Context: an optimization exercise on an open-source flow, tuned for small area and a short achievable clock period. The choices shown serve that exercise and are no tape-out recipe. In this exercise RTL edits were held to simulation tests only and were not proved equivalent to the original. Power and IR drop assume default switching activity.

==> 07-21 <==
## spll
module spll
#(
		parameter	                  PHASE_BITS = 32,
		parameter	[0:0]	          OPT_TRACK_FREQUENCY = 1'b1,
		parameter	[PHASE_BITS-1:0]  INITIAL_PHASE_STEP  = 0,
		parameter	[0:0]	          OPT_GLITCHLESS      = 1'b1,
		localparam	                  MSB=PHASE_BITS-1
	)
(
		input	wire			       i_clk,
		input	wire			       i_reset,
		input	wire			       i_ld,
		input	wire [(MSB-1):0]       i_step,
		input	wire			       i_ce,
		input	wire			       i_input,
		input	wire [4:0]		       i_lgcoeff,
		output	wire [PHASE_BITS-1:0]  o_phase,
		output	reg	 [1:0]		       o_err,
		output	wire	 		       o_freq
	);
==> module spll, before the edit <==
module spll
#(
		parameter	                  PHASE_BITS = 32,
		parameter	[0:0]	          OPT_TRACK_FREQUENCY = 1'b1,
		parameter	[PHASE_BITS-1:0]  INITIAL_PHASE_STEP  = 0,
		parameter	[0:0]	          OPT_GLITCHLESS      = 1'b1,
		localparam	                  MSB=PHASE_BITS-1
	)
(
		input	wire			       i_clk,
		input	wire			       i_reset,
		input	wire			       i_ld,
		input	wire [(MSB-1):0]       i_step,
		input	wire			       i_ce,
		input	wire			       i_input,
		input	wire [4:0]		       i_lgcoeff,
		output	wire [PHASE_BITS-1:0]  o_phase,
		output	reg	 [1:0]		       o_err,
		output	wire	 		       o_freq
	);
	reg	[4:0]	lg;
	reg		agreed_output;
	reg	[31:0]	ctr, r_step;
	always @(posedge i_clk)
		lg <= i_lgcoeff;
	wire	lead_e    = agreed_output ^ ctr[31];
	wire	phase_err = ctr[31] ^ i_input;
	wire	[31:0]	pc  = 32'h8000_0000 >> lg;
	wire	[31:0]	pcm = 32'hffff_ffff << (5'd31 - lg);
	wire	[31:0]	fc  = 32'h2000_0000 >> {lg, 1'b0};
	wire	[31:0]	sum0 = ctr + r_step;
	wire	[31:0]	sum1 = ctr + r_step + (lead_e ? pcm : pc);
	wire		hold = lead_e && !(r_step > pc);
	wire	[31:0]	alt  = hold ? ctr : sum1;
	always @(posedge i_clk)
	if (i_reset)
		ctr <= 0;
	else if (i_ce)
		ctr <= phase_err ? alt : sum0;
	wire	[31:0]	step1 = lead_e ? (r_step - fc) : (r_step + fc);
	always @(posedge i_clk)
	if (i_reset)
		r_step <= INITIAL_PHASE_STEP;
	else if (i_ld)
		r_step <= { 1'b0, i_step };
	else if (i_ce && phase_err)
		r_step <= step1;
	always @(posedge i_clk)
	if (i_reset)
		agreed_output <= 1'b0;
	else if (i_ce && !phase_err)
		agreed_output <= i_input;
	always @(posedge i_clk)
	if (i_reset)
		o_err <= 2'h0;
	else if (i_ce)
		o_err <= { phase_err && lead_e, phase_err };
	assign	o_phase = ctr;
	assign	o_freq  = ctr[31];
endmodule
Settings: LEC_CHECK=0, CAP_MARGIN=20, CORE_MARGIN=2, CORE_UTILIZATION=40, SLEW_MARGIN=20; clock period 6.0 ns.
run.sh (not shown) runs the stock make flow with config.mk's settings and CLKGATE_MAP_FILE= SYNTH_SCRIPT=/design/flow/synth_recipe.tcl, a recipe that flattens the netlist after the stock synthesis.
==> 04-03: changes against 07-21 <==
--- a/flow/design.v
+++ b/flow/design.v
@@ -26,10 +26,25 @@
 	wire	lead_e    = agreed_output ^ ctr[31];
 	wire	phase_err = ctr[31] ^ i_input;
-	wire	[31:0]	pc  = 32'h8000_0000 >> lg;
-	wire	[31:0]	pcm = 32'hffff_ffff << (5'd31 - lg);
-	wire	[31:0]	fc  = 32'h2000_0000 >> {lg, 1'b0};
-	wire	[31:0]	sum0 = ctr + r_step;
-	wire	[31:0]	sum1 = ctr + r_step + (lead_e ? pcm : pc);
-	wire		hold = lead_e && !(r_step > pc);
+	wire	[31:0]	pc, pm, fm;
+	genvar i;
+	generate for (i = 0; i < 32; i = i + 1) begin : g_dec
+		assign pc[i] = (lg == 31 - i);
+		assign pm[i] = (lg >= 31 - i);
+		if (i >= 29)
+			assign fm[i] = (lg <= 14);
+		else
+			assign fm[i] = (lg >= (30 - i) / 2) && (lg <= 14);
+	end endgenerate
+	wire	[31:0]	sum0;
+	prefix_add32 u_add (.a(ctr), .b(r_step), .s(sum0));
+	wire	[31:0]	sum1;
+	pm_step u_ps (.x(sum0), .m(pm), .d(lead_e), .y(sum1));
+	wire	[31:0]	step1;
+	pm_step u_fs (.x(r_step), .m(fm), .d(lead_e), .y(step1));
+	wire	rk    = |(r_step & pc);
+	wire	above = |(r_step & pm & ~pc);
+	wire	other = |(r_step & ~pc);
+	wire	gl    = rk ? other : above;
+	wire	hold  = lead_e && !gl;
 	wire	[31:0]	alt  = hold ? ctr : sum1;
 	always @(posedge i_clk)
@@ -38,5 +53,4 @@
 	else if (i_ce)
 		ctr <= phase_err ? alt : sum0;
-	wire	[31:0]	step1 = lead_e ? (r_step - fc) : (r_step + fc);
 	always @(posedge i_clk)
 	if (i_reset)
@@ -59,2 +73,46 @@
 	assign	o_freq  = ctr[31];
 endmodule
+module prefix_add32 (
+		input	wire	[31:0]	a, b,
+		output	wire	[31:0]	s
+	);
+	wire	[31:0]	g [0:5];
+	wire	[31:0]	p [0:5];
+	assign	g[0] = a & b;
+	assign	p[0] = a ^ b;
+	genvar l, i;
+	generate for (l = 0; l < 5; l = l + 1) begin : g_lvl
+		for (i = 0; i < 32; i = i + 1) begin : g_bit
+			if ((i >> l) & 1) begin
+				localparam integer j = ((i >> l) << l) - 1;
+				assign g[l+1][i] = g[l][i] | (p[l][i] & g[l][j]);
+				assign p[l+1][i] = p[l][i] & p[l][j];
+			end else begin
+				assign g[l+1][i] = g[l][i];
+				assign p[l+1][i] = p[l][i];
+			end
+		end
+	end endgenerate
+	assign	s = p[0] ^ { g[5][30:0], 1'b0 };
+endmodule
+module pm_step (
+		input	wire	[31:0]	x, m,
+		input	wire		d,
+		output	wire	[31:0]	y
+	);
+	wire	[31:0]	u = ~m | (x ^ {32{d}});
+	wire	[31:0]	a [0:5];
+	assign	a[0] = u;
+	genvar l, i;
+	generate for (l = 0; l < 5; l = l + 1) begin : g_lvl
+		for (i = 0; i < 32; i = i + 1) begin : g_bit
+			if ((i >> l) & 1) begin
+				localparam integer j = ((i >> l) << l) - 1;
+				assign a[l+1][i] = a[l][i] & a[l][j];
+			end else begin
+				assign a[l+1][i] = a[l][i];
+			end
+		end
+	end endgenerate
+	assign	y = x ^ (m & { a[5][30:0], 1'b1 });
+endmodule
==> flow/flow/run.sh (new file) <==
#!/bin/bash
# Own flow: the standard layout (standard.sh) with these changes:
#  - synthesis maps the logic with a plain delay-driven ABC script
#    (flow/abc.script, via flow/synth.tcl) and without full/half adder cells;
#  - the delay cells are kept out of the design, so that the port buffers
#    are plain buffers.
set -euo pipefail
export MY_WORK=$PWD
export MY_ABC_SCRIPT=$PWD/flow/abc.script
DU="sky130_fd_sc_hd__probe_p_8 sky130_fd_sc_hd__probec_p_8 sky130_fd_sc_hd__lpflow_bleeder_1 sky130_fd_sc_hd__lpflow_clkbufkapwr_1 sky130_fd_sc_hd__lpflow_clkbufkapwr_16 sky130_fd_sc_hd__lpflow_clkbufkapwr_2 sky130_fd_sc_hd__lpflow_clkbufkapwr_4 sky130_fd_sc_hd__lpflow_clkbufkapwr_8 sky130_fd_sc_hd__lpflow_clkinvkapwr_1 sky130_fd_sc_hd__lpflow_clkinvkapwr_16 sky130_fd_sc_hd__lpflow_clkinvkapwr_2 sky130_fd_sc_hd__lpflow_clkinvkapwr_4 sky130_fd_sc_hd__lpflow_clkinvkapwr_8 sky130_fd_sc_hd__lpflow_decapkapwr_12 sky130_fd_sc_hd__lpflow_decapkapwr_3 sky130_fd_sc_hd__lpflow_decapkapwr_4 sky130_fd_sc_hd__lpflow_decapkapwr_6 sky130_fd_sc_hd__lpflow_decapkapwr_8 sky130_fd_sc_hd__lpflow_inputiso0n_1 sky130_fd_sc_hd__lpflow_inputiso0p_1 sky130_fd_sc_hd__lpflow_inputiso1n_1 sky130_fd_sc_hd__lpflow_inputiso1p_1 sky130_fd_sc_hd__lpflow_inputisolatch_1 sky130_fd_sc_hd__lpflow_isobufsrc_1 sky130_fd_sc_hd__lpflow_isobufsrc_16 sky130_fd_sc_hd__lpflow_isobufsrc_2 sky130_fd_sc_hd__lpflow_isobufsrc_4 sky130_fd_sc_hd__lpflow_isobufsrc_8 sky130_fd_sc_hd__lpflow_isobufsrckapwr_16 sky130_fd_sc_hd__lpflow_lsbuf_lh_hl_isowell_tap_1 sky130_fd_sc_hd__lpflow_lsbuf_lh_hl_isowell_tap_2 sky130_fd_sc_hd__lpflow_lsbuf_lh_hl_isowell_tap_4 sky130_fd_sc_hd__lpflow_lsbuf_lh_isowell_4 sky130_fd_sc_hd__lpflow_lsbuf_lh_isowell_tap_1 sky130_fd_sc_hd__lpflow_lsbuf_lh_isowell_tap_2 sky130_fd_sc_hd__lpflow_lsbuf_lh_isowell_tap_4  sky130_fd_sc_hd__clkdlybuf4s15_1 sky130_fd_sc_hd__clkdlybuf4s15_2 sky130_fd_sc_hd__clkdlybuf4s18_1 sky130_fd_sc_hd__clkdlybuf4s18_2 sky130_fd_sc_hd__clkdlybuf4s25_1 sky130_fd_sc_hd__clkdlybuf4s25_2 sky130_fd_sc_hd__clkdlybuf4s50_1 sky130_fd_sc_hd__clkdlybuf4s50_2 sky130_fd_sc_hd__dlygate4sd1_1 sky130_fd_sc_hd__dlygate4sd2_1 sky130_fd_sc_hd__dlygate4sd3_1 sky130_fd_sc_hd__dlymetal6s2s_1 sky130_fd_sc_hd__dlymetal6s4s_1 sky130_fd_sc_hd__dlymetal6s6s_1"
bash standard.sh SYNTH_SCRIPT=$PWD/flow/synth.tcl ADDER_MAP_FILE= ABC_CLOCK_PERIOD_IN_PS=2500 "DONT_USE_CELLS=$DU" finish > flow_make.log 2>&1
==> flow/flow/abc.script (new file) <==
strash
dch
map -D 2500
topo
buffer -c
upsize -c
dnsize -c
==> flow/flow/synth.tcl (new file) <==
# The standard synthesis (synth_recipe.tcl), with the ABC mapping script
# replaced by flow/abc.script
proc abc {args} {
  set i [lsearch -exact $args -script]
  if { $i >= 0 } { set args [lreplace $args [expr {$i+1}] [expr {$i+1}] $::env(MY_ABC_SCRIPT)] }
  yosys abc {*}$args
}
source $::env(MY_WORK)/synth_recipe.tcl
==> flow/standard.sh (new file) <==
#!/bin/bash
# synth_recipe.tcl (not shown) runs the flow's synth.tcl, then flattens the netlist and writes it again
# the make line also repeats each setting of config.mk as NAME=value (left out here)
make -C /OpenROAD-flow-scripts/flow DESIGN_CONFIG=/design/flow/config.mk WORK_HOME=/design/flow/orfs CLKGATE_MAP_FILE= SYNTH_SCRIPT=/design/flow/synth_recipe.tcl "${@:-finish}"
Settings changed: CORE_UTILIZATION 40 to 60.
removed: flow/run.sh
==> comparison <==
Against 04-03, the register-to-register slack of 07-21 is lower by 0.32 ns.
Against 04-03, the count of clock-buffer cells in the layout of 07-21 is lower by 1.
In combinational power, 07-21 is at 3.9 times the value of 04-03.
Of 04-03 and 07-21, 07-21 has the higher routed wire length (gap about 18%, measured against 07-21).

-- re-timing with driven ports --
The flow's constraints put no driver on any port. The routed layouts listed below were extracted and timed again, unchanged, in two steps.
Step 1 sets driving cells, clkbuf_16 on the clock port and buf_2 on the other inputs (assumed; they add their load-dependent delay and slew).
Step 2, shift: input delay + t, output delay - t, t = (earliest + latest rising clock arrival at the registers) / 2. This alone moves slack from input paths to output paths.
Slacks: no drivers / after step 1 / after step 2; pairs: no drivers / after step 1.
| run | t, ns | setup slack, ns | worst setup path after step 2 | slew at the worst register clock pin (ns) |
|---|---|---|---|---|
| 07-21 | 0.398 | 0.780 / 0.780 / 0.780 | register to register | 0.07 / 0.07 |
| 04-03 | 0.390 | 1.101 / 1.101 / 1.101 | register to register | 0.06 / 0.06 |
After both steps setup and hold are still met in every run listed.
